This design comes from an exercise in tuning for small area and a short achievable clock period on the open sky130 flow, not from production work.
Only simulation tests tie the RTL to the original design; equivalence was not proved.
Power and IR drop assume default switching activity.

==> flow/design.v, too long to show whole: its modules and the start of the top module <==
// module INV_X1: 3 lines
// module AND2_X1: 3 lines
// module AND3_X1: 3 lines
// module AND4_X1: 3 lines
// module OR2_X1: 3 lines
// module OR3_X1: 3 lines
// module OR4_X1: 3 lines
// module XOR2_X1: 3 lines
// module XNOR2_X1: 3 lines
// module FA_X1: 4 lines
// module ff1: 11 lines
// module unsigned_cmp: 13 lines
// module reg_: 24 lines
// module adder: 19 lines
// module up_down_counter: 32 lines
// module onehot_mux: 18 lines
// module dec_: 9 lines
// module and8: 10 lines
// module and16: 10 lines
// module and32: 10 lines
// module and_: 142 lines
// module or8: 10 lines
// module or16: 10 lines
// module or32: 10 lines
// module or_: 142 lines
// module extend_first1: 14 lines
// module shift_queue: 216 lines
// module inv: 9 lines
// module nor_: 16 lines
// module integer_issue: 480 lines
// module signed_cmp: 13 lines
// module bitwise_and: 14 lines
// module bitwise_or: 14 lines
// module xor_: 8 lines
// module bitwise_xor: 14 lines
// module mux_: 37 lines
// module bitwise_inv: 13 lines
// module integer_execute: 478 lines
// module int_backend: 337 lines
module int_backend (
    input  wire        clk,
    input  wire        rst_aL,
    input  wire        flush,
    output wire        dispatch_ready,
    input  wire        dispatch_valid,
    input  wire [189:0] dispatch_data,
    input  wire        ld_broadcast_valid,
    input  wire [3:0]  ld_broadcast_rob_id,
    input  wire [31:0] ld_broadcast_reg_data,
    output wire        issue_valid,
    output wire [3:0]  issue_rob_id,
    output wire        execute_valid,
    output wire        alu_broadcast_valid,
    output wire [3:0]  alu_broadcast_rob_id,
    output wire [31:0] alu_broadcast_reg_data,
    output wire        alu_npc_wb_valid,
    output wire        alu_npc_mispred,
    output wire [31:0] alu_npc
);
  // ...
==> flow/flow/run.sh <==
#!/bin/bash
# The standard layout (standard.sh: the standard flow's synthesis script and ORFS),
# with these changes to how the layout is made:
#  - synthesis leaves adders to Yosys's parallel-prefix mapping and abc
#    instead of extracting full/half-adder cells (ADDER_MAP_FILE empty);
#    registers, their names and cell types are unchanged;
#  - timing repair aims past the clock (setup over-fix margin), so the tools
#    size and buffer the design for speed instead of stopping at 24 ns;
#  - the port buffers are plain buffer cells instead of delay cells;
#  - clock tree: larger sink clusters on clkbuf_8, no dummy loads.
# The SDC (clock period, I/O delays, loads) is the standard flow's, unchanged.
# Each tool's full log is under orfs/logs/; make's output is in make_standard.log.
set -euo pipefail
export ADDER_MAP_FILE=
export SETUP_SLACK_MARGIN=17
export BUFFER_PORTS_ARGS="-buffer_cell sky130_fd_sc_hd__buf_1"
export CTS_ARGS="-sink_clustering_enable -repair_clock_nets -sink_clustering_size 18 -sink_clustering_max_diameter 70 -buf_list sky130_fd_sc_hd__clkbuf_8 -dont_use_dummy_load"
bash standard.sh > make_standard.log 2>&1
==> flow/standard.sh <==
#!/bin/bash
# synth_recipe.tcl (not shown) runs the flow's synth.tcl, then flattens the netlist and writes it again
# the make line also repeats each setting of config.mk as NAME=value (left out here)
make -C /OpenROAD-flow-scripts/flow DESIGN_CONFIG=/design/flow/config.mk WORK_HOME=/design/flow/orfs CLKGATE_MAP_FILE= SYNTH_SCRIPT=/design/flow/synth_recipe.tcl "${@:-finish}"
==> flow/config.mk <==
export PLATFORM = sky130hd
export DESIGN_NAME = int_backend
export DESIGN_NICKNAME = int_backend
export VERILOG_FILES = /design/flow/design.v
export SDC_FILE = /design/flow/constraint.sdc
export NUM_CORES = 4
export LEC_CHECK = 0
export CAP_MARGIN = 10
export CELL_PAD_IN_SITES_DETAIL_PLACEMENT = 1
export CELL_PAD_IN_SITES_GLOBAL_PLACEMENT = 2
export CORE_MARGIN = 2
export CORE_UTILIZATION = 40
export GPL_ROUTABILITY_DRIVEN = 0
export GPL_TIMING_DRIVEN = 1
export PLACE_DENSITY = 0.55
export SLEW_MARGIN = 10
export TNS_END_PERCENT = 0
==> flow/constraint.sdc <==
create_clock -name core_clock -period 24.0 [get_ports {clk}]
set_input_delay 4.8000 -clock core_clock [delete_from_list [all_inputs] [get_ports {clk}]]
set_output_delay 4.8000 -clock core_clock [all_outputs]
set_load 0.01 [all_outputs]
==> notes.md, run 1 <==
* Cell with the most instances after synthesis: edfxtp_1
- Detailed routing placed a total of 157000 um of wire on met2.
- Entering global routing, the biggest net connects 138 pins.
- Cell count of the worst reg-to-reg path: 16
* Number of placed instances with taps included: just under 10000
* Die X-Extent: 433 um
- Clock latency at the later pin of the worst-skew pair: 990 ps
* Syn_area_per_cell: 9.81 um2
* Worst hold path cell count: 2
- WL met3: 25100 um
* Most common library cells after synthesis: edfxtp_1 (1144), nand2_1 (1095), o21ai_0 (757)
* Clock slew at the register clock pins of the worst setup and hold paths: 90 ps
* Slowest Stage Delay on Critical Path: between 600 and 700 ps
- Summing all placed instances gives a cell area of 76600 um2.
- Result of the run: finished clean
- The non-clock inverters instantiated in the layout total 86.
- Combinational family with the most area after synthesis: compound AO/OA/AOI/OAI gates
- After detailed routing, the number of remaining DRC violations is 0.
- Highest-power group: sequential cells
- The total area inside the core boundary comes to between 150000 and 200000 um2.
- Reg-to-Reg End: m_q[31]$_DFF_PN0_
* Global-route total usage across every layer: 36.0%
* Clock tree from TritonCTS: built
- The wire-length estimate of the detail-placed layout is 215000 um.
- The synthesized netlist devotes 19.3% of its cell area to compound gates.
- At the pin with the least slew margin, the transition time is ~1300 ps.
- Leaving out fill and tap cells, the most frequent cell in the layout is edfxtp_1.
* GR met1 Demand/Resource: 49.7%
- For this run, the leading register cell type out of synthesis is edfxtp_1.
==> run 2, diff against run 1 <==
--- a/flow/flow/run.sh
+++ b/flow/flow/run.sh
@@ -13,6 +13,6 @@
 set -euo pipefail
 export ADDER_MAP_FILE=
 export SETUP_SLACK_MARGIN=17
-export BUFFER_PORTS_ARGS="-buffer_cell sky130_fd_sc_hd__buf_1"
-export CTS_ARGS="-sink_clustering_enable -repair_clock_nets -sink_clustering_size 18 -sink_clustering_max_diameter 70 -buf_list sky130_fd_sc_hd__clkbuf_8 -dont_use_dummy_load"
+export BUFFER_PORTS_ARGS="-buffer_cell sky130_fd_sc_hd__buf_2"
+export CTS_ARGS="-sink_clustering_enable -repair_clock_nets -sink_clustering_size 14 -sink_clustering_max_diameter 60 -buf_list sky130_fd_sc_hd__clkbuf_8 -dont_use_dummy_load"
 bash standard.sh > make_standard.log 2>&1
==> flow/config.mk (replaced) <==
export PLATFORM = sky130hd
export DESIGN_NAME = int_backend
export DESIGN_NICKNAME = int_backend
export VERILOG_FILES = /design/flow/design.v
export SDC_FILE = /design/flow/constraint.sdc
export NUM_CORES = 4
export LEC_CHECK = 0
export CAP_MARGIN = 20
export CELL_PAD_IN_SITES_DETAIL_PLACEMENT = 1
export CELL_PAD_IN_SITES_GLOBAL_PLACEMENT = 2
export CORE_MARGIN = 2
export CORE_UTILIZATION = 40
export GPL_ROUTABILITY_DRIVEN = 1
export GPL_TIMING_DRIVEN = 1
export PLACE_DENSITY = 0.55
export SLEW_MARGIN = 20
export TNS_END_PERCENT = 3
==> run 2 against run 1 <==
  * Sequential share of layout area is 1.6 points lower
  * Register-to-register slack better by 330 ps
  * Sequential power hardly changed
  * Global-route usage is 0.81 points higher
  * Largest cell class unchanged
  * Synthesized cell count stayed put
  * Total power is 3.6% higher
  * Hold slack hardly changed
  * Die area stayed put
  * Still clean on timing, DRC and antenna
==> notes.md, run 2 <==
- Wire length of the first global-routing pass: 490000 um
- From bottom edge to top edge, the die measures 433 um.
- Global-route total usage across every layer: 36.8% (+0.81 points)
- Max-cap violations: 0
* Starting Density: 40.3%
- Yosys instantiated no cell more often than edfxtp_1.
- Clock slew at the register clock pins of the worst setup and hold paths: 90 ps (about the same)
- The first routing iteration left 7896 violations.
* Port Buffers: 273
* Commonest cells after routing, fill and taps aside: edfxtp_1 (1144), nand2_1 (1086), o21ai_0 (741)
* Most common library cell in the layout ignoring fill and taps: edfxtp_1
- Average routed wire per standard cell: 36.6 um
- Setup TNS after final layout: 0 ps
* Share of final-layout standard cells stronger than drive strength 1: 16.0%
- By count the netlist is led by edfxtp_1 (1144), nand2_1 (1095), o21ai_0 (757).
- Master of the slowest instance on the critical path: a221oi_1
* Share of the yosys chip area belonging to registers: 54.1%
* Vias in the first global route: 62300
* DRC: 0 (unchanged)
- From synthesis to final layout, the design area changed by 12.9%.
- Total gr overflow: 0
- Maximum number of pins on one net before global-route repair: 140 (+1.4%)
- Sequential fraction of design power: 47.8%
- Number of failing hold endpoints at the final stage: 0
- In this run the remaining antenna-violating nets after routing total 0.
* Cell type with the highest aggregate area in the netlist: edfxtp_1
- Data on the critical path is required at its endpoint by 24710 ps.
- The analysis attributes to net switching a power of ~2.1 mW.
- CP max FO: 45
- The mapped netlist covers roughly 74000 um2.
- Top cells by area, synth: edfxtp_1 (47%), a22oi_1 (6.6%), nand2_1 (5.6%), o21ai_0 (5.1%), dfrtp_1 (4.0%)
- The analysis attributes to cell leakage a power of 30.8 nW.
- Area of the die: roughly 190000 um2
* TritonCTS sink count: 1391
* Internal: 3.88 mW
- Counting flops and latches in the post-synthesis netlist gives 1391.
- Top_reg_cell synth: edfxtp_1
- Actual transition at the worst max-transition pin: 1180 ps (-141 ps)
* Power per cell area: ~72 nW/um2
- The synthesized area per cell is 9.81 um2 (unchanged).
* Clock root cell: clkbuf_8
- Clock network power share: between 20% and 30%
- Measured against its own limit, the worst slew margin works out to between 20% and 30%.
- Derived from the worst setup path, the maximum achievable clock frequency is 132 MHz.
- Std-Cell Core Area: 183000 um2 (unchanged)
- Area fraction of the dominant cell type after synthesis: a little under half
- Die X-Extent: 433 um (unchanged)
- Crit Path Class: input pin to flip-flop
- Walking the worst path, the cells encountered are buf_16 -> nand2b_4 -> mux2i_4 -> nand4_4 -> buf_12 -> buf_12 -> buf_16 -> mux2i_1 -> nand2_1 -> o21a_1 -> buf_4 -> nand2_1 -> o22ai_1 -> nand3_1 -> a221oi_1.
- TritonCTS built the clock tree.
- Placer Congestion: approximately 0.92
- Counting distinct cell types in the post-synthesis netlist gives 88.
* Number of pins exceeding their max-slew limit in the final report: 0
- The floorplan has 157 rows.
- Sw Share: 35.0%
* Post-DP HPWL: 216000 um (about the same)
- Endpoints failing setup: 0
- The stage delay of the slowest cell on the critical path was 630 ps (-60 ps).
- Counting the fill cells in the layout gives 20000.
- Worst-case clock buffer depth: 3
* Via-to-Cell Ratio: ~6.4
* Number of antenna violations at the first check in global routing: 58
- In the final design database the tool counted 7760 nets.
- Clock tree synthesis inserted a total of 148 buffers.
* Result of the run: finished clean
- For this run, the number of Yosys warnings is 1.
- Class of the most critical hold timing path: flip-flop to flip-flop
* Setup repair after global routing missed its margin: true
- Share of the clock period used by the worst path after layout: 31.5%
* Worst setup SP type: input pin
- Signal arrival time at the worst endpoint: 8260 ps
- Syn_nets: 7749
* Cells after synthesis: 7518
- CTS built an H-tree with a depth of 4.
- Setup Skew: 131 ps
* Power share of the combinational group: between 20% and 30%
* Count of flip-flops with a built-in enable after synthesis: 1144
* Final wirelength: roughly 370000 um
- about 310 I/O pins were placed.
- The later-pin clock latency in the skew report is 970 ps (-20 ps).
* Minimum period implied by the final worst setup slack: between 7000 and 8000 ps
- For this run, asynchronously set or reset flops after synthesis account for 8.84%.
- Vias: 64500
- The completed layout was analyzed and its total power is 5.96 mW.
- Across the VDD grid, the largest voltage drop is just over 0.05 mV.
* Nature of the critical path endpoint: flip-flop
- Pre-Repair DR Iteration Count: 7
[run 2: cell counts after synthesis]
No cell type changed its count.
[run 2: through the flow]
step	instance area (um2)	cells	hold WS (ps)	util, %	setup WS, ps
finish	83200	10000	498	45.4	16450
global route	83200	9998	537	45.4	16470
CTS	81900	9907	497	44.7	16470
detailed placement	76800	9632	481	41.9	14030
global placement	76800	9632	479	41.9	14040
floorplan	74000	7518	445	-	16140
[run 2: layout make-up]
class / instances / area [um2] / share of cell area [%]
Tap cell: 2464 / 3080 / 3.71
Antenna cell: 18 / 45.0 / 0.0541
Sequential cell: 1391 / 40000 / 48.0
Clock buffer: 148 / 2040 / 2.45
Timing Repair Buffer: 674 / 5760 / 6.92
Multi-Input combinational cell: 5228 / 31900 / 38.4
Inverter: 86 / 387 / 0.465
[run 2: worst max-delay path, delay by kind of cell]
kind / cells / cell delay, ps
buffers and inverters: 5 / 1110
AOI/OAI and AO/OA: 3 / 1060
muxes: 2 / 300
and+or+nand+nor: 5 / 930
[run 2: final timing paths]
kind                            slack [ps]  cells after the start                   to                    from
worst max register to register       17160                     17  hi1_q[14]$_DFF_PN0_        sel[1]$_DFF_PN0_
worst min register to register         500                      2       s1v[4]$_DFF_P_          s1v[4]$_DFF_P_
worst max-delay path                 16450                     15    m_q[26]$_DFF_PN0_  ld_broadcast_rob_id[3]
min in group asynchronous             3940                      1    lo_q[2]$_DFF_PN0_                  rst_aL
worst min-delay path                   500                      2       s1v[4]$_DFF_P_          s1v[4]$_DFF_P_
max in group asynchronous            18680                      2     sel[3]$_DFF_PN0_                  rst_aL
[run 2: cell families after synthesis]
| group | count (synthesis) | share of synthesized area [%] |
|---|---|---|
| buffers and inverters | 901 | 5.12 |
| flip-flops | 1391 | 54.1 |
| multiplexers | 190 | 2.69 |
| AND/OR/NAND/NOR | 2305 | 13.7 |
| XOR/XNOR | 395 | 4.69 |
| adder cells (fa/ha/maj) | 32 | 0.434 |
| AO/OA/AOI/OAI | 2304 | 19.3 |
[run 2: repair_timing]
item | CTS | global route
gates resized for setup | 324 | 113
pin swaps | 53 | 33
hold buffers | 0 | 0
setup buffers | 114 | 67
gates cloned | 13 | 17
endpoints found under the setup margin | 278 | 221
[run 2: per-layer routing]
| metal | wire [um] | up-vias | GRT usage [%] |
|---|---|---|---|
| li1 | - | 27300 | - |
| met1 | 152000 | 33300 | 50.4 |
| met2 | 167000 | 3088 | 59.0 |
| met3 | 31600 | 677 | 5.76 |
| met4 | 15500 | 40 | 13.3 |
| met5 | 282 | - | 0 |
[run 2: power groups by stage]
| stage | logic, mW | registers [mW] | clock network [mW] |
|---|---|---|---|
| after global routing | 1.81 | 2.86 | 1.50 |
| after floorplan | 0.941 | 2.85 | 0 |
| after detailed placement | 1.49 | 2.90 | 0 |
| final | 1.71 | 2.85 | 1.41 |
| after CTS | 1.63 | 2.85 | 1.43 |
| after global placement | 1.47 | 2.90 | 0 |
==> module int_backend, before the edit <==
module int_backend (
    input  wire        clk,
    input  wire        rst_aL,
    input  wire        flush,
    output wire        dispatch_ready,
    input  wire        dispatch_valid,
    input  wire [189:0] dispatch_data,
    input  wire        ld_broadcast_valid,
    input  wire [3:0]  ld_broadcast_rob_id,
    input  wire [31:0] ld_broadcast_reg_data,
    output wire        issue_valid,
    output wire [3:0]  issue_rob_id,
    output wire        execute_valid,
    output wire        alu_broadcast_valid,
    output wire [3:0]  alu_broadcast_rob_id,
    output wire [31:0] alu_broadcast_reg_data,
    output wire        alu_npc_wb_valid,
    output wire        alu_npc_mispred,
    output wire [31:0] alu_npc
);
    localparam N = 8;
    wire        d_s1v   = dispatch_data[189];
    wire [3:0]  d_s1id  = dispatch_data[188:185];
    wire        d_s1r   = dispatch_data[184];
    wire [31:0] d_s1d   = dispatch_data[183:152];
    wire        d_s2v   = dispatch_data[151];
    wire [3:0]  d_s2id  = dispatch_data[150:147];
    wire        d_s2r   = dispatch_data[146];
    wire [31:0] d_s2d   = dispatch_data[145:114];
    wire [3:0]  d_rob   = dispatch_data[112:109];
    wire [31:0] d_imm   = dispatch_data[108:77];
    wire [31:0] d_pc    = dispatch_data[76:45];
    wire [2:0]  d_f3    = dispatch_data[44:42];
    wire [7:0]  d_fl    = {dispatch_data[41],    
                           dispatch_data[40],    
                           dispatch_data[38],    
                           dispatch_data[37],    
                           dispatch_data[36],    
                           dispatch_data[34],    
                           dispatch_data[33],    
                           dispatch_data[32]};   
    reg [N-1:0]  valid;
    reg [N-1:0]          s1v;
    reg [N-1:0] [3:0]    s1id;
    reg [N-1:0]          s1r;
    reg [N-1:0] [31:0]   s1d;
    reg [N-1:0]          s2v;
    reg [N-1:0] [3:0]    s2id;
    reg [N-1:0]          s2r;
    reg [N-1:0] [31:0]   s2d;
    reg [N-1:0] [3:0]    rob;
    reg [N-1:0] [31:0]   imm;
    reg [N-1:0] [31:0]   pc;
    reg [N-1:0] [2:0]    f3;
    reg [N-1:0] [7:0]    fl;
    reg [N*N-1:0] older;
    reg          ex_valid_q, bc_valid_q, wb_valid_q;
    reg [3:0]    rob_q;
    wire [31:0]  dst;
    reg  [N-1:0] sel;           
    reg          issue_valid_q;
    assign issue_valid = issue_valid_q;
    reg        q_s1v, q_s2v;
    reg [3:0]  q_s1id, q_s2id, q_rob;
    reg [31:0] q_s1d, q_s2d, q_imm, q_pc;
    reg [2:0]  q_f3;
    reg [7:0]  q_fl;
    always_comb begin
        q_s1v = 1'b0; q_s1id = 4'b0; q_s1d = 32'b0;
        q_s2v = 1'b0; q_s2id = 4'b0; q_s2d = 32'b0;
        q_rob = 4'b0; q_imm = 32'b0; q_pc = 32'b0; q_f3 = 3'b0; q_fl = 8'b0;
        for (int s = 0; s < N; s++) begin
            q_s1id = q_s1id | ({4{sel[s]}}  & s1id[s]);
            q_s1d  = q_s1d  | ({32{sel[s]}} & s1d[s]);
            q_s2id = q_s2id | ({4{sel[s]}}  & s2id[s]);
            q_s2d  = q_s2d  | ({32{sel[s]}} & s2d[s]);
            q_rob  = q_rob  | ({4{sel[s]}}  & rob[s]);
            q_imm  = q_imm  | ({32{sel[s]}} & imm[s]);
            q_pc   = q_pc   | ({32{sel[s]}} & pc[s]);
            q_f3   = q_f3   | ({3{sel[s]}}  & f3[s]);
            q_fl   = q_fl   | ({8{sel[s]}}  & fl[s]);
        end
    end
    assign issue_rob_id = q_rob;
    wire full = &valid;
    assign dispatch_ready = ~full | issue_valid;
    wire enq = dispatch_valid & dispatch_ready;
    wire [N-1:0] free = ~valid;
    wire [N-1:0] free_first;
    for (genvar s = 0; s < N; s++) begin : g_ff
        if (s == 0) assign free_first[s] = free[0];
        else        assign free_first[s] = free[s] & ~|free[s-1:0];
    end
    wire [N-1:0] tgt = full ? sel : free_first;
    wire        alu_bc_v  = bc_valid_q;
    wire [3:0]  alu_bc_id = rob_q;
    wire [31:0] alu_bc_d  = dst;
    wire [N-1:0] valid_d = flush ? {N{1'b0}} : ((valid & ~sel) | (tgt & {N{enq}}));
    wire [N-1:0] s1v_d, s1r_d, s2v_d, s2r_d;
    wire [N*N-1:0] older_d;
    for (genvar s = 0; s < N; s++) begin : g_slot
        wire wake1 = issue_valid & s1v[s] & ~s1r[s] & (q_s1id == s1id[s]);
        wire wake2 = issue_valid & s2v[s] & ~s2r[s] & (q_s2id == s2id[s]);
        wire ld1   = ld_broadcast_valid & s1v[s] & ~s1r[s] & (ld_broadcast_rob_id == s1id[s]);
        wire ld2   = ld_broadcast_valid & s2v[s] & ~s2r[s] & (ld_broadcast_rob_id == s2id[s]);
        wire alu1  = alu_bc_v & s1v[s] & s1r[s] & (alu_bc_id == s1id[s]);
        wire alu2  = alu_bc_v & s2v[s] & s2r[s] & (alu_bc_id == s2id[s]);
        assign s1v_d[s] = tgt[s] ? d_s1v : s1v[s];
        assign s2v_d[s] = tgt[s] ? d_s2v : s2v[s];
        assign s1r_d[s] = tgt[s] ? d_s1r : (s1r[s] | wake1 | ld1);
        assign s2r_d[s] = tgt[s] ? d_s2r : (s2r[s] | wake2 | ld2);
        always_ff @(posedge clk) begin
            s1v[s] <= s1v_d[s];
            s2v[s] <= s2v_d[s];
            s1r[s] <= s1r_d[s];
            s2r[s] <= s2r_d[s];
            if (tgt[s]) begin
                s1id[s] <= d_s1id;
                s1d[s]  <= d_s1d;
                s2id[s] <= d_s2id;
                s2d[s]  <= d_s2d;
                rob[s]  <= d_rob;
                imm[s]  <= d_imm;
                pc[s]   <= d_pc;
                f3[s]   <= d_f3;
                fl[s]   <= d_fl;
            end else begin
                if (ld1)       s1d[s] <= ld_broadcast_reg_data;
                else if (alu1) s1d[s] <= alu_bc_d;
                if (ld2)       s2d[s] <= ld_broadcast_reg_data;
                else if (alu2) s2d[s] <= alu_bc_d;
            end
        end
        for (genvar o = s + 1; o < N; o++) begin : g_age
            assign older_d[s*N+o] = tgt[s] ? 1'b0 : tgt[o] ? 1'b1 : older[s*N+o];
            always_ff @(posedge clk) older[s*N+o] <= older_d[s*N+o];
        end
    end
    wire [N-1:0] rdy_d;
    for (genvar s = 0; s < N; s++) begin : g_rdy
        assign rdy_d[s] = valid_d[s] & (~s1v_d[s] | s1r_d[s]) & (~s2v_d[s] | s2r_d[s]);
    end
    wire [N-1:0] sel_d;
    for (genvar s = 0; s < N; s++) begin : g_sel
        wire [N-1:0] blk;
        for (genvar o = 0; o < N; o++) begin : g_o
            if (o < s)      assign blk[o] = rdy_d[o] & older_d[o*N+s];
            else if (o > s) assign blk[o] = rdy_d[o] & ~older_d[s*N+o];
            else            assign blk[o] = 1'b0;
        end
        assign sel_d[s] = rdy_d[s] & ~|blk;
    end
    wire         bc_valid_d = ~flush & issue_valid & ~q_fl[5];
    wire [N-1:0] eqa1, eqa2;
    for (genvar s = 0; s < N; s++) begin : g_eqa
        wire [3:0] id1_d = tgt[s] ? d_s1id : s1id[s];
        wire [3:0] id2_d = tgt[s] ? d_s2id : s2id[s];
        assign eqa1[s] = (id1_d == q_rob);
        assign eqa2[s] = (id2_d == q_rob);
    end
    reg b1_alu_q, b2_alu_q;
    always_ff @(posedge clk or negedge rst_aL) begin
        if (!rst_aL) begin
            valid         <= '0;
            sel           <= '0;
            issue_valid_q <= 1'b0;
            b1_alu_q      <= 1'b0;
            b2_alu_q      <= 1'b0;
        end else begin
            valid         <= valid_d;
            sel           <= sel_d;
            issue_valid_q <= |rdy_d;
            b1_alu_q      <= bc_valid_d & |(sel_d & eqa1);
            b2_alu_q      <= bc_valid_d & |(sel_d & eqa2);
        end
    end
    wire b1_ld  = ld_broadcast_valid & (ld_broadcast_rob_id == q_s1id);
    wire b1_alu = b1_alu_q;
    wire b2_ld  = ld_broadcast_valid & (ld_broadcast_rob_id == q_s2id);
    wire b2_alu = b2_alu_q;
    wire [31:0] src1 = b1_ld ? ld_broadcast_reg_data : b1_alu ? alu_bc_d : q_s1d;
    wire [31:0] src2 = b2_ld ? ld_broadcast_reg_data : b2_alu ? alu_bc_d : q_s2d;
    wire is_r    = q_fl[7];
    wire is_i    = q_fl[6];
    wire is_b    = q_fl[5];
    wire is_j    = q_fl[4];
    wire is_sub  = q_fl[3];
    wire is_lui  = q_fl[2];
    wire is_jalr = q_fl[1];
    wire bdp     = q_fl[0];
    wire [31:0] op1  = (is_r | is_i) ? src1 : is_lui ? 32'b0 : q_pc;
    wire        cin  = is_r & is_sub;
    wire [31:0] op2  = ~is_r ? q_imm : is_sub ? ~src2 : src2;
    wire [17:0] lo_x  = {1'b0, op1[15:0], 1'b1} + {1'b0, op2[15:0], cin};
    wire [16:0] lo    = lo_x[17:1];
    wire [15:0] hi0   = op1[31:16] + op2[31:16];
    wire [16:0] hi1_x = {op1[31:16], 1'b1} + {op2[31:16], 1'b1};
    wire [15:0] hi1   = hi1_x[16:1];
    wire        pc4sel = is_j | is_jalr;
    wire [31:0] pc4  = q_pc + 32'd4;
    wire [31:0] opb  = is_i ? q_imm : src2;
    wire        eq_hi = (src1[31:16] == opb[31:16]);
    wire        eq_lo = (src1[15:0]  == opb[15:0]);
    wire        lt_hi = (src1[31:16] <  opb[31:16]);
    wire        lt_lo = (src1[15:0]  <  opb[15:0]);
    wire [31:0] sll  = src1 << {opb[4:1], 1'b0};
    wire [31:0] srl  = src1 >> {opb[4:1], 1'b0};
    reg [31:0] m_d;
    always_comb begin
        if (pc4sel) m_d = pc4;
        else case (q_f3)
            3'd1:    m_d = sll;
            3'd4:    m_d = src1 ^ opb;
            3'd5:    m_d = srl;
            3'd6:    m_d = src1 | opb;
            3'd7:    m_d = src1 & opb;
            default: m_d = 32'b0;         
        endcase
    end
    wire use_sum = ~pc4sel & (q_f3 == 3'd0);
    wire use_lt  = ~pc4sel & (q_f3[2:1] == 2'b01);
    wire pk_hi1  = use_sum & lo[16];                          
    wire pk_hi0  = use_sum & ~lo[16];                         
    wire pk_l1   = ~pc4sel & (q_f3 == 3'd1) & opb[0];         
    wire pk_r1   = ~pc4sel & (q_f3 == 3'd5) & opb[0];         
    wire pk_m    = ~use_sum & ~pk_l1 & ~pk_r1;                
    wire f3_none = (q_f3[2:1] == 2'b01);
    wire mp_one  = is_jalr | (f3_none & bdp);
    wire mp_zero = ~is_jalr & f3_none & ~bdp;
    wire mp_inv  = bdp ^ ((q_f3 == 3'd1) | (q_f3 == 3'd5) | (q_f3 == 3'd7));
    wire mp_eq   = ~q_f3[2];
    reg [15:0] lo_q, hi0_q, hi1_q;
    reg        c16_q;
    reg [31:0] m_q;
    reg        use_sum_q, use_lt_q, jalr_q;
    reg        pk_hi1_q, pk_hi0_q, pk_l1_q, pk_r1_q, pk_m_q;
    reg        eq_hi_q, eq_lo_q, lt_hi_q, lt_lo_q;
    reg        mp_one_q, mp_zero_q, mp_inv_q, mp_eq_q;
    always_ff @(posedge clk or negedge rst_aL) begin
        if (!rst_aL) begin
            ex_valid_q <= 1'b0;
            bc_valid_q <= 1'b0;
            wb_valid_q <= 1'b0;
            rob_q      <= 4'b0;
            lo_q       <= 16'd0;
            c16_q      <= 1'b0;
            hi0_q      <= 16'd0;
            hi1_q      <= 16'd1;
            m_q        <= 32'b0;
            use_sum_q  <= 1'b1;
            use_lt_q   <= 1'b0;
            pk_hi1_q   <= 1'b0;
            pk_hi0_q   <= 1'b1;
            pk_l1_q    <= 1'b0;
            pk_r1_q    <= 1'b0;
            pk_m_q     <= 1'b0;
            jalr_q     <= 1'b0;
            eq_hi_q    <= 1'b1;
            eq_lo_q    <= 1'b1;
            lt_hi_q    <= 1'b0;
            lt_lo_q    <= 1'b0;
            mp_one_q   <= 1'b0;
            mp_zero_q  <= 1'b0;
            mp_inv_q   <= 1'b0;
            mp_eq_q    <= 1'b1;
        end else if (flush) begin
            ex_valid_q <= 1'b0;
            bc_valid_q <= 1'b0;
            wb_valid_q <= 1'b0;
            rob_q      <= 4'b0;
            lo_q       <= 16'd0;
            c16_q      <= 1'b0;
            hi0_q      <= 16'd0;
            hi1_q      <= 16'd1;
            m_q        <= 32'b0;
            use_sum_q  <= 1'b1;
            use_lt_q   <= 1'b0;
            pk_hi1_q   <= 1'b0;
            pk_hi0_q   <= 1'b1;
            pk_l1_q    <= 1'b0;
            pk_r1_q    <= 1'b0;
            pk_m_q     <= 1'b0;
            jalr_q     <= 1'b0;
            eq_hi_q    <= 1'b1;
            eq_lo_q    <= 1'b1;
            lt_hi_q    <= 1'b0;
            lt_lo_q    <= 1'b0;
            mp_one_q   <= 1'b0;
            mp_zero_q  <= 1'b0;
            mp_inv_q   <= 1'b0;
            mp_eq_q    <= 1'b1;
        end else begin
            ex_valid_q <= issue_valid;
            bc_valid_q <= issue_valid & ~is_b;
            wb_valid_q <= is_b | is_jalr;
            rob_q      <= q_rob;
            lo_q       <= lo[15:0];
            c16_q      <= lo[16];
            hi0_q      <= hi0;
            hi1_q      <= hi1;
            m_q        <= m_d;
            use_sum_q  <= use_sum;
            use_lt_q   <= use_lt;
            pk_hi1_q   <= pk_hi1;
            pk_hi0_q   <= pk_hi0;
            pk_l1_q    <= pk_l1;
            pk_r1_q    <= pk_r1;
            pk_m_q     <= pk_m;
            jalr_q     <= is_jalr;
            eq_hi_q    <= eq_hi;
            eq_lo_q    <= eq_lo;
            lt_hi_q    <= lt_hi;
            lt_lo_q    <= lt_lo;
            mp_one_q   <= mp_one;
            mp_zero_q  <= mp_zero;
            mp_inv_q   <= mp_inv;
            mp_eq_q    <= mp_eq;
        end
    end
    wire [31:0] sum = {c16_q ? hi1_q : hi0_q, lo_q};
    wire eq = eq_hi_q & eq_lo_q;
    wire lt = lt_hi_q | (eq_hi_q & lt_lo_q);
    wire [15:0] hi_pick = ({16{pk_hi1_q}} & hi1_q) | ({16{pk_hi0_q}} & hi0_q);
    wire [31:0] sum_pick = {hi_pick, {16{use_sum_q}} & lo_q};
    assign dst = sum_pick
               | ({32{pk_l1_q}} & {m_q[30:0], 1'b0})
               | ({32{pk_r1_q}} & {1'b0, m_q[31:1]})
               | ({32{pk_m_q}}  & m_q)
               | {31'b0, use_lt_q & lt};
    assign execute_valid          = ex_valid_q;
    assign alu_broadcast_valid    = bc_valid_q;
    assign alu_broadcast_rob_id   = rob_q;
    assign alu_broadcast_reg_data = dst;
    assign alu_npc_wb_valid       = wb_valid_q;
    assign alu_npc_mispred        = mp_one_q | (~mp_zero_q & (mp_inv_q ^ (mp_eq_q ? eq : lt)));
    assign alu_npc                = {sum[31:1], sum[0] & ~jalr_q};
endmodule
==> run 3, diff against run 2 <==
--- a/flow/design.v
+++ b/flow/design.v
@@ -2124,6 +2124,20 @@
         assign s2v_d[s] = tgt[s] ? d_s2v : s2v[s];
         assign s1r_d[s] = tgt[s] ? d_s1r : (s1r[s] | wake1 | ld1);
         assign s2r_d[s] = tgt[s] ? d_s2r : (s2r[s] | wake2 | ld2);
+        wire p1_t = tgt[s];
+        wire p1_l = ~tgt[s] & ld1;
+        wire p1_a = ~tgt[s] & ~ld1 & alu1;
+        wire p1_h = ~tgt[s] & ~ld1 & ~alu1;
+        wire p2_t = tgt[s];
+        wire p2_l = ~tgt[s] & ld2;
+        wire p2_a = ~tgt[s] & ~ld2 & alu2;
+        wire p2_h = ~tgt[s] & ~ld2 & ~alu2;
+        always_ff @(posedge clk) begin
+            s1d[s] <= ({32{p1_t}} & d_s1d) | ({32{p1_l}} & ld_broadcast_reg_data)
+                    | ({32{p1_a}} & alu_bc_d) | ({32{p1_h}} & s1d[s]);
+            s2d[s] <= ({32{p2_t}} & d_s2d) | ({32{p2_l}} & ld_broadcast_reg_data)
+                    | ({32{p2_a}} & alu_bc_d) | ({32{p2_h}} & s2d[s]);
+        end
         always_ff @(posedge clk) begin
             s1v[s] <= s1v_d[s];
             s2v[s] <= s2v_d[s];
@@ -2131,19 +2145,12 @@
             s2r[s] <= s2r_d[s];
             if (tgt[s]) begin
                 s1id[s] <= d_s1id;
-                s1d[s]  <= d_s1d;
                 s2id[s] <= d_s2id;
-                s2d[s]  <= d_s2d;
                 rob[s]  <= d_rob;
                 imm[s]  <= d_imm;
                 pc[s]   <= d_pc;
                 f3[s]   <= d_f3;
                 fl[s]   <= d_fl;
-            end else begin
-                if (ld1)       s1d[s] <= ld_broadcast_reg_data;
-                else if (alu1) s1d[s] <= alu_bc_d;
-                if (ld2)       s2d[s] <= ld_broadcast_reg_data;
-                else if (alu2) s2d[s] <= alu_bc_d;
             end
         end
         for (genvar o = s + 1; o < N; o++) begin : g_age
==> run 3 against run 2 <==
  * Final cell count is 6.0% higher
  * Clock skew down 26 ps
  * Via count is 5.9% higher
  * Still clean on timing, DRC and antenna
  * Synthesized area fell by 0.27%
  * Sequential power about the same
  * Hold slack better by 5.2 ps
==> notes.md, run 3 <==
* Fillers: 20800 (+3.8%)
- Post-synthesis to final-layout area growth: 10.1%
* Area fraction of the dominant cell type after synthesis: 25.8% (-21 points)
* Post-detailed-placement cell area: 76000 um2 (-0.95%)
- The proportion of synthesized flip-flops having asynchronous set or reset came to 8.84% (unchanged).
* Hold slack: 503 ps (+5.16 ps)
* Cell with the most instances after synthesis: nor2_1
- Share of the yosys chip area belonging to registers: 47.3% (-6.8 points)
* Number of placement rows: 157 (unchanged)
* DRC: 0 (unchanged)
- The count of final hold-check violations came to 0 (unchanged).
- The share of power burned in combinational logic is 28.7% (about the same).
- The final RePlAce weighted congestion is 0.955 (+3.7%).
- TritonCTS built the clock tree.
* Result of the run: finished clean
* Number of antenna violations at the first check in global routing: 78 (+34%)
- The net switching component of the power was 2.14 mW (+2.8%).
- The switching fraction of total power came to 35.9% (+0.86 points).
- The post-synthesis instance area was 73500 um2 (-0.27%).
* Fmax: 132 MHz (-0.64%)
- The final setup TNS came to 0 ps (unchanged).
- The worst clock skew on the final layout came to 105 ps (-26.0 ps).
- The worst setup path is of the input pin to flip-flop kind.
* Std-Cell Core Area: 183000 um2 (-0.11%)
- The worst setup path is captured at a flip-flop.
* # nets final: 8334 (+7.4%)
- Total gr overflow: 0 (unchanged)
* Area of the die: 187000 um2 (-0.27%)
* Relative max-transition margin: 21.1% (-0.37 points)
* Number of pins exceeding their max-slew limit in the final report: 0 (unchanged)
- Setup repair after global routing missed its margin: true
- Commonest cells after routing, fill and taps aside: nor2_1 (1193), a21oi_1 (1012), nand2_1 (701)
- The arrival time of the worst setup path was 8420 ps (+160 ps).
* Non-filler cells, final: 10600 (+6.0%)
- The total of warnings raised by yosys was 1 (unchanged).
* Count of flip-flops with a built-in enable after synthesis: 632 (-45%)
- CP max FO: 8 (-82%)
- Pre-Repair DR Iteration Count: 6 (-1)
- Endpoints failing setup: 0 (unchanged)
* Worst-case clock buffer depth: 3 (unchanged)
- In the synthesized netlist, the cells that appear most often are nor2_1 (1200), a21oi_1 (1021), nand2_1 (706).
- The wire length after detailed routing came to 364000 um (-0.48%).
* Die X-Extent: 433 um (-0.14%)
* Worst setup SP type: input pin
- The sum of net half-perimeters after detailed placement came to 222000 um (+2.7%).
- Clock slew at the register clock pins of the worst setup and hold paths: 80 ps (about the same)
- The worst setup margin is 16400 ps (-48.6 ps).
- The leakage power summed over all cells came to 28.7 nW (-6.6%).
- Syn_area_per_cell: 8.88 um2 (-9.5%)
- Clock root cell: clkbuf_8
* Global-route total usage across every layer: 37.5% (+0.67 points)
* Cell type with the highest aggregate area in the netlist: edfxtp_1
- The largest net degree at the start of global routing came to 139 (-0.71%).
- The power density over the cells was 73.9 nW/um2 (+3.1%).
- The total vias in the final route is 68300 (+5.9%).
- The initial standard-cell utilization of the core is 40.2% (-0.068 points).
- The library cell used most frequently in the layout, excluding fill and tap cells, is nor2_1.
* Number of placed instances with taps included: 10300 (+6.9%)
- Top cells by area, synth: edfxtp_1 (26%), dfxtp_1 (17%), a21oi_1 (6.9%), a22oi_1 (6.5%), nor2_1 (6.1%)
- The count of pins on the block boundary was 309 (unchanged).
- The final critical path time including I/O delays and setup is 7600 ps (+48.6 ps).
* Share of the clock period used by the worst path after layout: 31.7% (+0.20 points)
- The part of the total power dissipated in the clock network is 23.7% (about the same).
* Syn_nets: 8512 (+9.8%)
- Clock latency at the later pin of the worst-skew pair: 980 ps (about the same)
- Drt initial violations: 6329 (-20%)
- The first-pass GRT wire length was 506000 um (+3.3%).
- Max-cap violations: 0 (unchanged)
* Top_reg_cell synth: dfxtp_1
- Register bit total from synthesis: 1391 (unchanged)
- Number of unique standard cell types used by synthesis: 119 (+35%)
- Final Total Pwr: 5.98 mW (+0.30%)
* Final cell area excluding filler cells: 80900 um2 (-2.7%)
* Class of the most critical hold timing path: flip-flop to flip-flop
- The total clock buffers created by CTS came to 151 (+2.0%).
- The worst setup timing slack at the placement stage is 13840 ps (-195 ps).
* Residual antenna-violating net count after detailed routing: 0 (unchanged)
- TritonCTS sink count: 1391 (unchanged)
- The via count of the first global-routing pass is 67600 (+8.6%).
- Final cell utilization of the core: 44.3% (-1.2 points)
* Vertical extent of the die: 433 um (-0.14%)
- CTS Hold Bufs: 0 (unchanged)
- The post-synthesis cell count was 8281 (+10%).
- Port Buffers: 273 (unchanged)
- The layout cell share with drive strength beyond 1 is 13.6% (-2.4 points).
* Via-to-Cell Ratio: 6.43 (-0.13%)
- Required time worst endpoint: 24820 ps (+110 ps)
* Internal: 3.84 mW (-1.0%)
- The mean routed wirelength per cell is 34.3 um (-6.1%).
* H-tree depth: 4 (unchanged)
- Actual transition at the worst max-transition pin: 1180 ps (+5.61 ps)
- The portion of total power attributed to sequential cells came to 47.6% (-0.2 points).
- The worst supply voltage drop on vdd came to 0.0553 mV (+8.7%).
run 3: cells by family (layout without fill, tap and decap cells):
logic type,Yosys count,count (layout),synth area share [%]
AO/OA/AOI/OAI,2822,2822,24.8
AND/OR/NAND/NOR,2489,2489,14.7
flip-flops,1391,1391,47.3
buffers and inverters,1019,839,5.99
XOR/XNOR,388,388,4.72
multiplexers,142,142,2.03
adder cells (fa/ha/maj),30,30,0.427
other,0,43,0
run 3: metal layers:
layer	up-vias	global-route usage (%)	wire, um	part of all wire [%]
met1	35100	48.8	153000	42
li1	29600	-	-	-
met4	34	18.1	17100	4.7
met2	2719	60.3	169000	46
met3	723	6.38	25100	6.9
met5	-	0	221	0.061
run 3: critical path, stage by stage:
cell	delay, ps
buf_16	130
xor2_4	180
nor4_4	400
buf_12	210
buf_4	220
a211oi_1	80
a21oi_2	690
o21ai_2	190
and2_4	230
maj3_4	360
a31oi_1	290
o21ai_1	190
a21oi_1	180
xor2_1	170
nor2_1	70
run 3: power groups by stage:
stage / sequential (mW) / clock, mW / combinational (mW)
floorplan: 2.82 / 0 / 1.05
global placement: 2.89 / 0 / 1.52
detailed placement: 2.89 / 0 / 1.56
CTS: 2.84 / 1.45 / 1.66
global route: 2.87 / 1.52 / 1.83
finish: 2.85 / 1.42 / 1.72
run 3: what timing repair did:
item                                   CTS  global route
setup endpoints to repair              155           138
gates resized for setup                202            91
endpoints found under the hold margin    0             0
pin swaps                               30            30
cloned                                   9             6
buffers inserted                        51            55
run 3: path summary, 6_finish.rpt:
path,from,end,slack [ps],depth (start not counted)
setup / recovery,ld_broadcast_rob_id[0],hi1_q[9]$_DFF_PN0_,16400,15
hold / removal,s1v[4]$_DFF_P_,s1v[4]$_DFF_P_,500,2
setup reg to reg,sel[6]$_DFF_PN0_,m_q[17]$_DFF_PN0_,17920,19
hold reg to reg,s1v[4]$_DFF_P_,s1v[4]$_DFF_P_,500,2
max in group asynchronous,rst_aL,sel[0]$_DFF_PN0_,18480,2
min in group asynchronous,rst_aL,m_q[6]$_DFF_PN0_,3910,1
run 3: area by class of cell:
| cell class | count | area [um2] | share of cell area (%) |
|---|---|---|---|
| sequential | 1391 | 34800 | 43.0 |
| timing repair buffer | 593 | 4720 | 5.83 |
| inverter | 95 | 418 | 0.516 |
| tap | 2464 | 3080 | 3.81 |
| clock buffer | 151 | 2080 | 2.57 |
| multi-input combinational | 5871 | 35700 | 44.1 |
| antenna | 43 | 108 | 0.133 |
==> run 4, diff against run 3 <==
--- a/flow/flow/run.sh
+++ b/flow/flow/run.sh
@@ -14,5 +14,5 @@
 export ADDER_MAP_FILE=
 export SETUP_SLACK_MARGIN=17
 export BUFFER_PORTS_ARGS="-buffer_cell sky130_fd_sc_hd__buf_2"
-export CTS_ARGS="-sink_clustering_enable -repair_clock_nets -sink_clustering_size 14 -sink_clustering_max_diameter 60 -buf_list sky130_fd_sc_hd__clkbuf_8 -dont_use_dummy_load"
+export CTS_ARGS="-sink_clustering_enable -repair_clock_nets -sink_clustering_size 18 -sink_clustering_max_diameter 70 -buf_list sky130_fd_sc_hd__clkbuf_8 -dont_use_dummy_load"
 bash standard.sh > make_standard.log 2>&1
--- a/flow/config.mk
+++ b/flow/config.mk
@@ -10,8 +10,8 @@
 export CELL_PAD_IN_SITES_GLOBAL_PLACEMENT = 2
 export CORE_MARGIN = 2
 export CORE_UTILIZATION = 40
-export GPL_ROUTABILITY_DRIVEN = 1
+export GPL_ROUTABILITY_DRIVEN = 0
 export GPL_TIMING_DRIVEN = 1
 export PLACE_DENSITY = 0.55
 export SLEW_MARGIN = 20
-export TNS_END_PERCENT = 3
+export TNS_END_PERCENT = 2
==> run 4 against run 3 <==
  * First-iteration DRC count rose by 9.4%
  * Largest power group unchanged
  * Critical path depth is 9 lower
  * Sequential power barely moved
  * Wire length down 1.7%
==> notes.md, run 4 <==
- Result of the run: finished clean
* Cell with the most instances after synthesis: nor2_1
- Pre-Repair DR Iteration Count: 6 (unchanged)
- The later-pin clock latency in the skew report is 970 ps (about the same).
- Number of pins exceeding their max-slew limit in the final report: 0 (unchanged)
* Vias in the first global route: 67400 (-0.31%)
- Crit Path Class: flip-flop to primary output
- Via-to-Cell Ratio: 6.41 (-0.41%)
* Share of final-layout standard cells stronger than drive strength 1: 13.1% (-0.47 points)
- The worst supply voltage drop on vdd came to 0.0528 mV (-4.6%).
- Max-cap violations: 0 (unchanged)
* Port Buffers: 273 (unchanged)
- Inserted Clock Buffers: 131 (-13%)
- Relative max-transition margin: 20.6% (-0.54 points)
- The largest net degree at the start of global routing is 128 (-7.9%).
* Number of failing hold endpoints at the final stage: 0 (unchanged)
- The net count after synthesis came to 8512 (unchanged).
* Area fraction of the dominant cell type after synthesis: 25.8% (unchanged)
- The final-layout fill cell count was 20800 (+0.21%).
* Clock root cell: clkbuf_8
- The total global routing track utilization is 37.0% (-0.49 points).
* Cell type with the highest aggregate area in the netlist: edfxtp_1
- Area of the die: 187000 um2 (unchanged)
- Leakage power: 28.4 nW (-1.1%)
- Top_reg_cell synth: dfxtp_1
- The share of the yosys chip area belonging to registers came to 47.3% (unchanged).
* Post-synthesis to final-layout area growth: 9.36%
- Top cells by area, synth: edfxtp_1 (26%), dfxtp_1 (17%), a21oi_1 (6.9%), a22oi_1 (6.5%), nor2_1 (6.1%)
- Number of primary I/O pins: 309 (unchanged)
* Endpoints failing setup: 0 (unchanged)
- The reg-to-reg setup timing slack is 17670 ps (-250 ps).
- The sum of overflow across all layers after global routing came to 0 (unchanged).
- The horizontal die dimension was 433 um (unchanged).
* Post-DP HPWL: 222000 um (+0.34%)
* Worst setup timing slack at the placement stage: 13890 ps (+49.3 ps)
* Worst setup SP type: flip-flop
* Most common library cell in the layout ignoring fill and taps: nor2_1
- The post-synthesis cell count was 8281 (unchanged).
- The H-tree depth reported by CTS was 4 (unchanged).
* Number of unique standard cell types used by synthesis: 119 (unchanged)
- The number of synthesized register bits is 1391 (unchanged).
- Std-Cell Core Area: 183000 um2 (unchanged)
- Residual antenna-violating net count after detailed routing: 0 (unchanged)
* Count of flip-flops with a built-in enable after synthesis: 632 (unchanged)
- The transition time at the pin with the least slew margin was 1190 ps (+8.06 ps).
- Syn_area_per_cell: 8.88 um2 (unchanged)
- Worst-case clock buffer depth: 3 (unchanged)
- TritonCTS sink count: 1391 (unchanged)
* Min setup slack post-route: 16340 ps (-58.8 ps)
* Commonest cells after routing, fill and taps aside: nor2_1 (1193), a21oi_1 (1012), nand2_1 (702)
- The post-synthesis instance area was 73500 um2 (unchanged).
- Class of the most critical hold timing path: flip-flop to flip-flop
* Nature of the critical path endpoint: primary output
* CTS Hold Bufs: 0 (unchanged)
* Setup Skew: 123 ps (+18.4 ps)
- Wire length of the first global-routing pass: 500000 um (-1.1%)
* Setup TNS after final layout: 0 ps (unchanged)
- Warnings from Yosys: 1 (unchanged)
- Clock slew at the register clock pins of the worst setup and hold paths: 90 ps (about the same)
* Clock tree from TritonCTS: built
* Number of antenna violations at the first check in global routing: 81 (+3.8%)
* Drt initial violations: 6925 (+9.4%)
- The proportion of synthesized flip-flops having asynchronous set or reset came to 8.84% (unchanged).
- The wire length after detailed routing was 358000 um (-1.7%).
* Signal arrival time at the worst endpoint: 2860 ps (-5560 ps)
- The remaining design rule violation count is 0 (unchanged).
- The total number of placement rows came to 157 (unchanged).
- Most common library cells after synthesis: nor2_1 (1200), a21oi_1 (1021), nand2_1 (706)
* Power per cell area: 73.7 nW/um2 (-0.28%)
* Minimum period implied by the final worst setup slack: 7660 ps (+58.8 ps)
- The largest fanout on the critical path came to 11 (+3).
- Starting Density: 40.2% (unchanged)
- The required time at the endpoint of the critical path was 19200 ps (-5620 ps).
- Share of the clock period used by the worst path after layout: 31.9% (+0.25 points)
* # nets final: 8305 (-0.35%)
* Average routed wire per standard cell: 33.9 um (-1.4%)
- Setup repair after global routing missed its margin: true
* Fmax: 131 MHz (-0.77%)
- Vias: 67800 (-0.74%)
* Vertical extent of the die: 433 um (unchanged)
[run 4: cell counts after synthesis]
Identical to the previous run, type by type.
[run 4: timing repair]
action                     in CTS  in global routing
pin swaps                      22                 16
setup endpoints to repair     154                140
resized for setup             149                119
gates cloned                    5                  6
buffers inserted               59                 52
[run 4: worst max-delay path, cell delays in order (launching register included)]
cell and delay [ps]:
dfrtp_4 530, buf_12 170, a222oi_1 480, and3_1 290
buf_12 140, clkinvlp_4 140, buf_6 150
[run 4: area by class of cell]
type,count,area [um2],area share (%)
multi-input combinational,5871,35500,44.1
sequential,1391,34800,43.3
timing repair buffer,584,4700,5.84
tap,2464,3080,3.83
clock buffer,131,1800,2.24
inverter,95,414,0.515
antenna,37,92.6,0.115
[run 4: metrics by stage]
step           utilization [%]  instance area [um2]  hold slack [ps]  power [mW]  instances
2_1_floorplan                -                73600              444        3.87       8281
3_3_place_gp              41.6                76000              482        4.41      10300
3_5_place_dp              41.6                76000              486        4.45      10300
4_1_cts                   43.3                79200              497        5.83      10500
5_1_grt                   44.0                80400              521        6.15      10600
6_report                  44.0                80400              500        5.93      10600
[run 4: logic make-up after synthesis]
logic type               Yosys count  synth area share (%)
XOR/XNOR                         388                  4.72
AND/OR/NAND/NOR                 2489                  14.7
AO/OA/AOI/OAI                   2822                  24.8
flip-flops                      1391                  47.3
buffers and inverters           1019                  5.99
adder cells (fa/ha/maj)           30                 0.427
multiplexers                     142                  2.03
[run 4: final timing paths]
check	endpoint	from	cells after the start
setup / recovery	alu_broadcast_reg_data[26]	pk_m_q$_DFF_PN0_	6
hold / removal	s1v[4]$_DFF_P_	s1v[4]$_DFF_P_	2
setup reg to reg	m_q[31]$_DFF_PN0_	sel[1]$_DFF_PN0_	18
hold reg to reg	s1v[4]$_DFF_P_	s1v[4]$_DFF_P_	2
max in group asynchronous	pk_m_q$_DFF_PN0_	rst_aL	2
min in group asynchronous	m_q[6]$_DFF_PN0_	rst_aL	1
[run 4: power breakdown]
part,internal [mW],switching (mW),total (mW)
logic,0.607,1.15,1.75
clock network,0.487,0.843,1.33
registers,2.69,0.152,2.84
total,3.79,2.14,5.93
[run 4: layer usage]
metal	vias up	global-route usage, %	wire, um
li1	29600	-	-
met1	34800	48.7	151000
met2	2597	58.9	165000
met3	715	5.74	23600
met4	44	18.6	18600
met5	-	0	271
==> run 5, diff against run 4 <==
--- a/flow/config.mk
+++ b/flow/config.mk
@@ -14,4 +14,4 @@
 export GPL_TIMING_DRIVEN = 1
 export PLACE_DENSITY = 0.55
 export SLEW_MARGIN = 20
-export TNS_END_PERCENT = 2
+export TNS_END_PERCENT = 0
==> run 5 against run 4 <==
  * Clock power about the same
  * Fmax is 0.36% lower
  * Wire length barely moved
  * Sequential power about the same
  * Die area unchanged
  * Synthesized cell count is the same
==> notes.md, run 5 <==
- The power density over the cells is 73.6 nW/um2 (-0.11%).
- Maximum number of pins on one net before global-route repair: 129 (+0.78%)
- The total clock buffers created by CTS came to 135 (+3.1%).
* Share of flip-flops with an asynchronous set or reset: 8.84% (unchanged)
* Setup TNS after final layout: 0 ps (unchanged)
- Drt initial violations: 6472 (-6.5%)
- Setup Skew: 115 ps (-8.01 ps)
- The clock slew at the register clock pins of the worst setup and hold paths was 60 ps (-30 ps).
- Compared with the post-synthesis result, the final layout area differs by 9.01%.
- The first-pass GRT wire length was 500000 um (about the same).
- The quantity of I/O buffers inserted on ports came to 273 (unchanged).
- The count of antenna-violating nets left after detailed routing came to 0 (unchanged).
- Number of primary I/O pins: 309 (unchanged)
* Relative max-transition margin: 19.6% (-0.97 points)
- The buffer levels on the longest clock path was 3 (unchanged).
* Pre-Repair DR Iteration Count: 6 (unchanged)
- Starting Density: 40.2% (unchanged)
- The synthesized area per cell was 8.88 um2 (unchanged).
- Minimum period implied by the final worst setup slack: 7690 ps (+27.8 ps)
* Clock tree from TritonCTS: built
* Average routed wire per standard cell: 33.9 um (+0.23%)
- Hold slack: 496 ps (-3.69 ps)
* Min setup slack post-route: 16310 ps (-27.8 ps)
- Count of flip-flops with a built-in enable after synthesis: 632 (unchanged)
- The area share of the largest cell type after synthesis is 25.8% (unchanged).
* Number of placement rows: 157 (unchanged)
- The final-report setup violation count came to 0 (unchanged).
* Max-cap violations: 0 (unchanged)
- The remaining design rule violation count came to 0 (unchanged).
- Post-synthesis instance area: 73500 um2 (unchanged)
- The flow ran to the end and the layout has no timing, DRC or antenna violations.
- Setup repair after global routing could not meet its margin everywhere.
- Final wirelength: 358000 um (about the same)
* Crit Path Class: flip-flop to primary output
* Fmax: 130 MHz (-0.36%)
- The net count after synthesis came to 8512 (unchanged).
- The via count of the first global-routing pass came to 67500 (+0.079%).
- The horizontal die dimension came to 433 um (unchanged).
- Share of final-layout standard cells stronger than drive strength 1: 12.8% (-0.35 points)
- The floorplan die area came to 187000 um2 (unchanged).
- Yosys attributes the largest share of cell area to edfxtp_1 (26%), dfxtp_1 (17%), a21oi_1 (6.9%), a22oi_1 (6.5%), nor2_1 (6.1%).
* Top_reg_cell synth: dfxtp_1
* Clock latency at the later pin of the worst-skew pair: 1020 ps (+50 ps)
- Final cell area excluding filler cells: 80200 um2 (-0.32%)
- H-tree depth: 4 (unchanged)
- The arrival time of the worst setup path came to 2890 ps (+30 ps).
- Cell type with the highest aggregate area in the netlist: edfxtp_1
- STA classifies the critical path startpoint as a flip-flop.
* Number of antenna violations at the first check in global routing: 86 (+6.2%)
- The sum of net half-perimeters after detailed placement was 221000 um (-0.50%).
- Post-detailed-placement cell area: 76000 um2 (about the same)
- The share of the clock period used by the worst path after layout was 32.0% (+0.12 points).
- TritonCTS sink count: 1391 (unchanged)
* Cell with the most instances after synthesis: nor2_1
- Share of the yosys chip area belonging to registers: 47.3% (unchanged)
- Most common library cell in the layout ignoring fill and taps: nor2_1
- Global-route total usage across every layer: 36.9% (-0.074 points)
- Clock root cell: clkbuf_8
- The post-synthesis cell type count is 119 (unchanged).
- Cells after synthesis: 8281 (unchanged)
- STA classifies the critical path endpoint as a primary output.
* Std-Cell Core Area: 183000 um2 (unchanged)
- The required time at the endpoint of the critical path was 19200 ps (about the same).
* Peak supply drop: 0.0519 mV (-1.7%)
- The total vias in the final route is 68200 (+0.59%).
- Number of failing hold endpoints at the final stage: 0 (unchanged)
- The library cells used most frequently in the layout, excluding fill and tap cells, are nor2_1 (1192), a21oi_1 (1013), nand2_1 (703).
- Leakage power: 28.3 nW (-0.51%)
- Register bit total from synthesis: 1391 (unchanged)
- Number of pins exceeding their max-slew limit in the final report: 0 (unchanged)
* CP max FO: 7 (-4)
* Vertical extent of the die: 433 um (unchanged)
- Actual transition at the worst max-transition pin: 1210 ps (+13.8 ps)
- The number of nets in the layout came to 8276 (-0.35%).
- Class of the most critical hold timing path: flip-flop to flip-flop
- Total gr overflow: 0 (unchanged)
- The detail-routed via count per cell came to 6.46 (+0.76%).
* Warnings from Yosys: 1 (unchanged)
- Worst setup timing slack at the placement stage: 13880 ps (-10.5 ps)
- By count the netlist is led by nor2_1 (1200), a21oi_1 (1021), nand2_1 (706).
[run 5: cell counts after synthesis]
No cell type changed its count.
[run 5: cell families after synthesis]
kind of cell	share of synthesized area [%]
AO/OA/AOI/OAI	24.8
XOR/XNOR	4.72
AND/OR/NAND/NOR	14.7
adder cells (fa/ha/maj)	0.427
flip-flops	47.3
multiplexers	2.03
buffers and inverters	5.99
[run 5: final timing paths]
| check | startpoint | slack (ps) | endpoint | cells after the start |
|---|---|---|---|---|
| min in group asynchronous | rst_aL | 3880 | m_q[4]$_DFF_PN0_ | 1 |
| max in group asynchronous | rst_aL | 18430 | sel[2]$_DFF_PN0_ | 2 |
| worst max register to register | sel[5]$_DFF_PN0_ | 17480 | m_q[31]$_DFF_PN0_ | 16 |
| worst min register to register | s1v[4]$_DFF_P_ | 500 | s1v[4]$_DFF_P_ | 2 |
| worst min-delay path | s1v[4]$_DFF_P_ | 500 | s1v[4]$_DFF_P_ | 2 |
| worst max-delay path | pk_m_q$_DFF_PN0_ | 16310 | alu_broadcast_reg_data[0] | 6 |
[run 5: worst max-delay path, stage by stage, from the launching register on]
cell and delay, ps:
dfrtp_4 500, buf_12 160, a222oi_1 660, a21boi_2 340, buf_12 170, inv_4 30
buf_6 110
[run 5: power by group]
| group | total, mW | switching, mW | internal (mW) |
|---|---|---|---|
| clock network | 1.35 | 0.850 | 0.501 |
| logic | 1.71 | 1.13 | 0.579 |
| registers | 2.84 | 0.149 | 2.69 |
| total | 5.90 | 2.13 | 3.77 |
[run 5: area by class of cell]
cell class / count / area (um2)
flip-flops and latches: 1391 / 34800
repair buffers: 551 / 4340
well taps: 2464 / 3080
fillers: 20900 / 103000
diodes: 48 / 120
multi-input cells: 5871 / 35500
inverters: 95 / 420
clock buffers: 135 / 1860
[run 5: repair_timing]
action | CTS | global route
endpoints found under the setup margin | 155 | 146
pin swaps | 8 | 24
buffers inserted | 34 | 44
gates resized for setup | 140 | 107
hold buffers | 0 | 0
cloned | 5 | 9
[run 5: metrics by stage]
| stage | instances | total power, mW | util [%] |
|---|---|---|---|
| finish | 10600 | 5.90 | 43.8 |
| global route | 10500 | 6.13 | 43.8 |
| CTS | 10500 | 5.83 | 43.2 |
| detailed placement | 10300 | 4.44 | 41.5 |
| global placement | 10300 | 4.40 | 41.5 |
| floorplan | 8281 | 3.87 | - |
[run 5: metal layers]
metal  part of all wire, %  GRT usage (%)
met5                 0.073              0
met1                    43           48.9
met2                    46           59.1
met4                   5.1           17.6
met3                   6.6           5.49
==> run 6, diff against run 5 <==
--- a/flow/config.mk
+++ b/flow/config.mk
@@ -14,4 +14,4 @@
 export GPL_TIMING_DRIVEN = 1
 export PLACE_DENSITY = 0.55
 export SLEW_MARGIN = 20
-export TNS_END_PERCENT = 0
+export TNS_END_PERCENT = 1
==> run 6 against run 5 <==
  * Wire length rose by 0.89%
  * Synthesized area did not move
  * Largest power group unchanged
  * Non-clock buffer count rose by 1
  * Clock skew fell by 7.8 ps
  * Synthesized cell count did not move
  * Critical endpoint is now pk_hi1_q$_DFF_PN0_
  * Sequential share of layout area barely moved
  * Still clean
==> notes.md, run 6 <==
* Crit path max-delay family: compound AO/OA/AOI/OAI gates
- The horizontal die dimension came to 433 um (unchanged).
* Inserted Clock Buffers: 131 (-3.0%)
* Share of final-layout standard cells stronger than drive strength 1: 12.7% (-0.033 points)
- The sum of overflow across all layers after global routing is 0 (unchanged).
* Std-Cell Core Area: 183000 um2 (unchanged)
- The setup path with the least slack is of type input pin to flip-flop.
- Syn_nets: 8512 (unchanged)
* Share of the clock period used by the worst path after layout: 31.6% (-0.40 points)
- The H-tree depth reported by CTS was 4 (unchanged).
- Master of the slowest instance on the critical path: nor4b_4
- Actual transition at the worst max-transition pin: 1210 ps (+5.08 ps)
- Post-synthesis to final-layout area growth: 9.00% (about the same)
- Max-cap violations: 0 (unchanged)
- Commonest cells after routing, fill and taps aside: nor2_1 (1195), a21oi_1 (1012), nand2_1 (703)
- Maximum number of pins on one net before global-route repair: 127 (-1.6%)
- The total vias in the final route was 68000 (-0.21%).
- The required time at the endpoint of the critical path came to 24760 ps (+5560 ps).
- Worst-case clock buffer depth: 3 (unchanged)
- STA classifies the critical path startpoint as an input pin.
- Number of placed instances with taps included: 10300 (+0.16%)
- Cell with the most instances after synthesis: nor2_1
* Setup repair after global routing missed its margin: true
- Warnings from Yosys: 1 (unchanged)
- The overall die height is 433 um (unchanged).
- Leakage power: 28.3 nW (about the same)
- The remaining design rule violation count came to 0 (unchanged).
- The number of synthesized register bits is 1391 (unchanged).
* Most common library cell in the layout ignoring fill and taps: nor2_1
- The wire length after detailed routing was 361000 um (+0.89%).
- Via-to-Cell Ratio: 6.45 (about the same)
* Peak supply drop: 0.0619 mV (+19%)
* Slowest Stage Delay on Critical Path: 360 ps (-300 ps)
* Cells after synthesis: 8281 (unchanged)
- For this run, the leading register cell type out of synthesis is dfxtp_1.
- The power density over the cells was 73.2 nW/um2 (-0.54%).
- The clock slew at the register clock pins of the worst setup and hold paths came to 100 ps (+40 ps).
* Pre-Repair DR Iteration Count: 6 (unchanged)
- Final Total Pwr: 5.87 mW (-0.55%)
* Number of failing hold endpoints at the final stage: 0 (unchanged)
- The share of the yosys chip area belonging to registers is 47.3% (unchanged).
* Area of the die: 187000 um2 (unchanged)
- Setup TNS after final layout: 0 ps (unchanged)
- The flow ran to the end and the layout has no timing, DRC or antenna violations.
- Most common library cells after synthesis: nor2_1 (1200), a21oi_1 (1021), nand2_1 (706)
- Clock latency at the later pin of the worst-skew pair: 960 ps (-60 ps)
- Worst Path Buf+Inv: 4 (unchanged)
- The area of the multi-input gates was 35500 um2 (about the same).
- Clock tree from TritonCTS: built
- The synthesized area per cell is 8.88 um2 (unchanged).
* Number of placement rows: 157 (unchanged)
* Residual antenna-violating net count after detailed routing: 0 (unchanged)
- TritonCTS sink count: 1391 (unchanged)
* CP max FO: 18 (+11)
- The first-pass GRT wire length is 500000 um (about the same).
- The via count of the first global-routing pass was 67100 (-0.58%).
- The path class of the tightest hold or removal check is flip-flop to flip-flop.
* Drt initial violations: 6599 (+2.0%)
- Number of antenna violations at the first check in global routing: 85 (-1.2%)
* Share of flip-flops with an asynchronous set or reset: 8.84% (unchanged)
- The arrival time of the worst setup path came to 8350 ps (+5460 ps).
- Area fraction of the dominant cell type after synthesis: 25.8% (unchanged)
- STA classifies the critical path endpoint as a flip-flop.
- Port Buffers: 273 (unchanged)
- The number of buffers added to fix hold violations after cts came to 0 (unchanged).
- Average routed wire per standard cell: 34.3 um (+1.0%)
- Number of primary I/O pins: 309 (unchanged)
- The final standard cell utilization of the core was 43.8% (about the same).
- The area of all sequential standard cells came to 34800 um2 (about the same).
- The remaining max-slew budget at the tightest pin is 19.3% (-0.29 points).
- List of cells traversed by the critical path: buf_2 -> buf_8 -> xor2_1 -> nor4_4 -> buf_12 -> buf_16 -> mux2_4 -> a22oi_2 -> nor2_1 -> maj3_2 -> a22o_4 -> a41oi_4 -> nor4b_4 -> nor3_2 -> o21ai_2 -> nor3_1
* Starting Density: 40.2% (unchanged)
* Cell type with the highest aggregate area in the netlist: edfxtp_1
* Number of unique standard cell types used by synthesis: 119 (unchanged)
- # nets final: 8273 (-0.036%)
* Top cells by area, synth: edfxtp_1 (26%), dfxtp_1 (17%), a21oi_1 (6.9%), a22oi_1 (6.5%), nor2_1 (6.1%)
- Clock tree synthesis selected as its root buffer the cell clkbuf_8.
- The final cell count without fillers is 10500 (-0.13%).
- The total global routing track utilization is 37.0% (+0.11 points).
- Number of pins exceeding their max-slew limit in the final report: 0 (unchanged)
* Post-DP HPWL: 223000 um (+0.86%)
* Minimum period implied by the final worst setup slack: 7590 ps (-94.9 ps)
* Endpoints failing setup: 0 (unchanged)
- The worst hold slack across all endpoints came to 506 ps (+10.3 ps).
- Post-synthesis instance area: 73500 um2 (unchanged)
* Setup Skew: 107 ps (-7.77 ps)
- The highest clock frequency the design can meet is 132 MHz (+1.3%).
* Count of flip-flops with a built-in enable after synthesis: 632 (unchanged)
- The final-layout fill cell count is 20800 (-0.33%).
-- run 6: path summary, 6_finish.rpt --
path / from / to / slack, ps / depth (start not counted)
setup / recovery: ld_broadcast_rob_id[1] / pk_hi1_q$_DFF_PN0_ / 16410 / 16
max in group asynchronous: rst_aL / sel[1]$_DFF_PN0_ / 18560 / 2
hold / removal: s1v[4]$_DFF_P_ / s1v[4]$_DFF_P_ / 510 / 2
min in group asynchronous: rst_aL / m_q[6]$_DFF_PN0_ / 3930 / 1
setup reg to reg: sel[4]$_DFF_PN0_ / m_q[31]$_DFF_PN0_ / 17600 / 16
hold reg to reg: s1v[4]$_DFF_P_ / s1v[4]$_DFF_P_ / 510 / 2
-- run 6: per-stage QoR --
| step | instance area [um2] | setup WS (ps) |
|---|---|---|
| 2_1_floorplan | 73600 | 15970 |
| 3_3_place_gp | 76100 | 13990 |
| 3_5_place_dp | 76100 | 13940 |
| 4_1_cts | 78900 | 16370 |
| 5_1_grt | 80100 | 16390 |
| 6_report | 80100 | 16410 |
-- run 6: logic make-up (layout without fill, tap and decap cells) --
family	count (synthesis)	in the layout	share of synthesized area, %
and+or+nand+nor	2489	2489	14.7
xor gates and xnor gates	388	388	4.72
other	0	37	0
buffers and inverters	1019	778	5.99
adders and majority gates	30	30	0.427
AOI/OAI and AO/OA	2822	2822	24.8
DFF	1391	1391	47.3
muxes	142	142	2.03
-- run 6: routing by layer --
metal  wire, um  vias to the layer above  global-route usage [%]
li1           -                    29500                       -
met1     153000                    35000                    49.2
met2     165000                     2812                    58.8
met3      24600                      712                    5.80
met4      18200                       40                    17.7
met5        267                        -                       0
-- run 6: final cells by class --
class                           count  area share, %
Timing Repair Buffer              552           5.49
Multi-Input combinational cell   5871           44.3
Sequential cell                  1391           43.5
Clock buffer                      131           2.25
Inverter                           95          0.510
Tap cell                         2464           3.85
Antenna cell                       37          0.116
-- run 6: repair_timing --
action	in CTS	in global routing
setup buffers	34	30
resized for setup	127	120
pin swaps	8	30
hold endpoints to repair	0	0
gates cloned	2	11
endpoints found under the setup margin	155	145
-- run 6: worst register-to-register path: stages (launching register included) --
cell      delay (ps)
dfrtp_4          650
buf_4            610
buf_12           580
a22oi_1          250
nand4_1          680
and4_1           440
nand4_1          200
nand4b_1         290
nand2b_1         260
and4b_1          440
nand4_1          270
and4bb_2         460
nand2_1          130
nor3_2           330
nand3_1          160
xor2_1           220
a211oi_1         290
-- run 6: report_power, final --
group,total (mW),internal (mW),leakage [nW],switching (mW)
Combinational,1.70,0.575,14.6,1.13
Clock,1.32,0.487,0.942,0.837
Sequential,2.84,2.69,12.8,0.150

-- what the ideal ports hide --
In the flow no input, the clock included, has a driving cell. The finished layouts below were timed again as built, in two steps. Step 1 (the two cells are an assumption about what drives the block):
set clk [get_ports {clk}]
set_driving_cell -lib_cell sky130_fd_sc_hd__clkbuf_16 $clk
set_driving_cell -lib_cell sky130_fd_sc_hd__buf_2 [delete_from_list [all_inputs] $clk]
Step 2, shift: input delay + t, output delay - t, t = (earliest + latest rising clock arrival at the registers) / 2. This alone moves slack from input paths to output paths. a / b / c = ideal / step 1 / step 2; a / b = the first two.
run | t, ns | slack for setup (ns) | worst hold slack (ns) | clock arrival spread, ns | worst data-port slew with drivers (ns)
run 1 | 1.009 | 16.355 / 16.354 / 15.399 | 0.498 / 0.498 / 0.498 | 0.132 / 0.132 | 0.21
run 2 | 1.002 | 16.449 / 16.416 / 15.413 | 0.498 / 0.498 / 0.498 | 0.131 / 0.131 | 0.21
run 3 | 1.018 | 16.401 / 16.332 / 15.314 | 0.503 / 0.503 / 0.503 | 0.113 / 0.112 | 0.25
run 4 | 1.011 | 16.342 / 16.244 / 15.410 | 0.500 / 0.500 / 0.500 | 0.123 / 0.123 | 0.30
run 5 | 1.051 | 16.314 / 16.222 / 15.308 | 0.496 / 0.496 / 0.496 | 0.116 / 0.115 | 0.24
run 6 | 0.997 | 16.409 / 16.338 / 15.467 | 0.506 / 0.506 / 0.506 | 0.118 / 0.118 | 0.28
After both steps setup and hold are still met in every run listed. The setup slack of run 3, which loses most, moves by -0.069 ns with the drivers and by -1.087 ns with both steps.
